Background: an optimization exercise with open tools, aiming at small area and a short achievable clock period. Do not read the settings as production practice.
The RTL was checked by simulation tests, not by an equivalence proof against the original design.
Power and IR drop assume default switching activity.

Design convolution, start of the top module:
module convolution(
input        clk,
input [71:0] pixel_data_in,
input        pixel_data_valid_in,
output reg [7:0] convolved_data_out,
output reg   convolved_data_valid_out
);
Size: about 83 I/O pins, ~4000 µm² of cells after synthesis.
clock: 5.5 ns
lec_check: 0
cap_margin: 20
core_margin: 2
core_utilization: 40
slew_margin: 20
standard.sh (not shown) runs the stock make flow with config.mk's settings and CLKGATE_MAP_FILE= SYNTH_SCRIPT=/design/flow/synth_recipe.tcl, a recipe that flattens the netlist after the stock synthesis.
==> flow/flow/run.sh <==
#!/bin/bash
# Own flow: the standard synthesis, then its combinational logic re-mapped by ABC for area
# (registers, their names and cell types kept as the standard synthesis made them), then the
# standard ORFS layout of that netlist with buf_1 port buffers.
set -euo pipefail
W=$PWD
R=orfs/results/sky130hd/convolution/base
YOSYS=$FLOW_HOME/../tools/install/yosys/bin/yosys
[ -x "$YOSYS" ] || YOSYS=yosys
LIB=$FLOW_HOME/platforms/sky130hd/lib/sky130_fd_sc_hd__tt_025C_1v80.lib

bash standard.sh synth > std_synth.log 2>&1
cp $R/1_2_yosys.v std_netlist.v
DU=$(grep -o -- "-dont_use [^ ]*" orfs/logs/sky130hd/convolution/base/1_2_yosys.log | sort -u | tr '\n' ' ')
mv orfs orfs_std

cat > resynth.ys <<EOT
read_liberty -ignore_miss_func $LIB
blackbox sky130_fd_sc_hd__df* sky130_fd_sc_hd__conb_*
read_verilog std_netlist.v
hierarchy -top $FLOW_TOP
flatten
opt_clean -purge
opt -fast
abc -script $W/flow/resynth.abc -liberty $LIB $DU
opt_clean -purge
hilomap -singleton -hicell sky130_fd_sc_hd__conb_1 HI -locell sky130_fd_sc_hd__conb_1 LO
splitnets
opt_clean -purge
stat -liberty $LIB
write_verilog -noattr -noexpr -nohex -nodec resynth.v
EOT
$YOSYS -s resynth.ys > resynth.log 2>&1

bash standard.sh SYNTH_NETLIST_FILES=$W/resynth.v \
  BUFFER_PORTS_ARGS="-buffer_cell sky130_fd_sc_hd__buf_1" finish > flow_layout.log 2>&1
==> flow/flow/resynth.abc <==
strash
ifraig
scorr
dc2
dch -f
map -a
topo
strash
dch -f
map -a
topo
==> next run, changes <==
==> flow/run.sh (new file) <==
#!/bin/bash
# synth_recipe.tcl (not shown) runs the flow's synth.tcl, then flattens the netlist and writes it again
# the make line also repeats each setting of config.mk as NAME=value (left out here)
make -C /OpenROAD-flow-scripts/flow DESIGN_CONFIG=/design/flow/config.mk WORK_HOME=/design/flow/orfs CLKGATE_MAP_FILE= SYNTH_SCRIPT=/design/flow/synth_recipe.tcl finish
removed: flow/flow/run.sh
removed: flow/flow/resynth.abc
removed: flow/standard.sh
The new run went through all stages and came out clean.
Synthesized cell count came out lower by 19%.
Global-route usage came out lower by 1.4 points.
Register-to-register slack is worse by 0.35 ns.
Routed wire length came out higher by 5.0%.
Via count came out lower by 15%.
Combinational power came out higher by 75%.
Hold slack is worse by 0.0084 ns.
Count of clock-buffer cells in the layout came out lower by 1.
Sequential share of layout area came out lower by 2.4 points.
Non-clock buffer count came out higher by 4.
Total power came out higher by 60%.
==> next run, changes <==
==> flow/flow/run.sh (new file) <==
#!/bin/bash
# Standard ORFS layout, with plain buf_1 cells as the port buffers.
set -euo pipefail
bash standard.sh BUFFER_PORTS_ARGS="-buffer_cell sky130_fd_sc_hd__buf_1" finish > flow_std.log 2>&1
==> flow/standard.sh (new file) <==
#!/bin/bash
# synth_recipe.tcl (not shown) runs the flow's synth.tcl, then flattens the netlist and writes it again
# the make line also repeats each setting of config.mk as NAME=value (left out here)
make -C /OpenROAD-flow-scripts/flow DESIGN_CONFIG=/design/flow/config.mk WORK_HOME=/design/flow/orfs CLKGATE_MAP_FILE= SYNTH_SCRIPT=/design/flow/synth_recipe.tcl "${@:-finish}"
removed: flow/run.sh
The changed run went through all stages and came out clean. Via count went down slightly. Utilization decreases by 3.9 points. Count of clock-buffer cells in the layout is unchanged. Cell count is about the same. Non-clock buffer count is lower by 1. Area after synthesis does not change. Combinational power fell by a few percent. Setup slack gets better by 0.48 ns. Sequential share of layout area increases by 0.77 points. Clock power barely changes. Clock skew goes up by 0.0047 ns.

[re-timing with driven ports]
How much do the figures lean on ideal ports? The routed layouts below were timed once more, with nothing changed but the port constraints. Step 1: set_driving_cell puts a clkbuf_16 on clk and a buf_2 on each other input, an assumption about the parent block. Step 2, shift: input delay + t, output delay - t, t = (earliest + latest rising clock arrival at the registers) / 2. This alone moves slack from input paths to output paths. Slacks: ideal / step 1 / step 2; pairs: ideal / step 1.
run | shift t [ns] | slack for setup (ns) | latest minus earliest clock arrival (ns) | worst register clock-pin slew, ns | cell pins on the clock port's net
the first run | 0.288 | 1.475 / 1.473 / 1.185 | 0.001 / 0.001 | 0.08 / 0.08 | 1
the second run | 0.289 | 0.784 / 0.790 / 0.500 | 0.005 / 0.005 | 0.07 / 0.07 | 1
the third run | 0.290 | 1.259 / 1.265 / 0.974 | 0.011 / 0.011 | 0.07 / 0.07 | 1
After both steps every run listed still meets setup and hold. For the first run, which loses most, drivers alone change the setup slack by -0.002 ns; drivers and shift together by -0.290 ns.
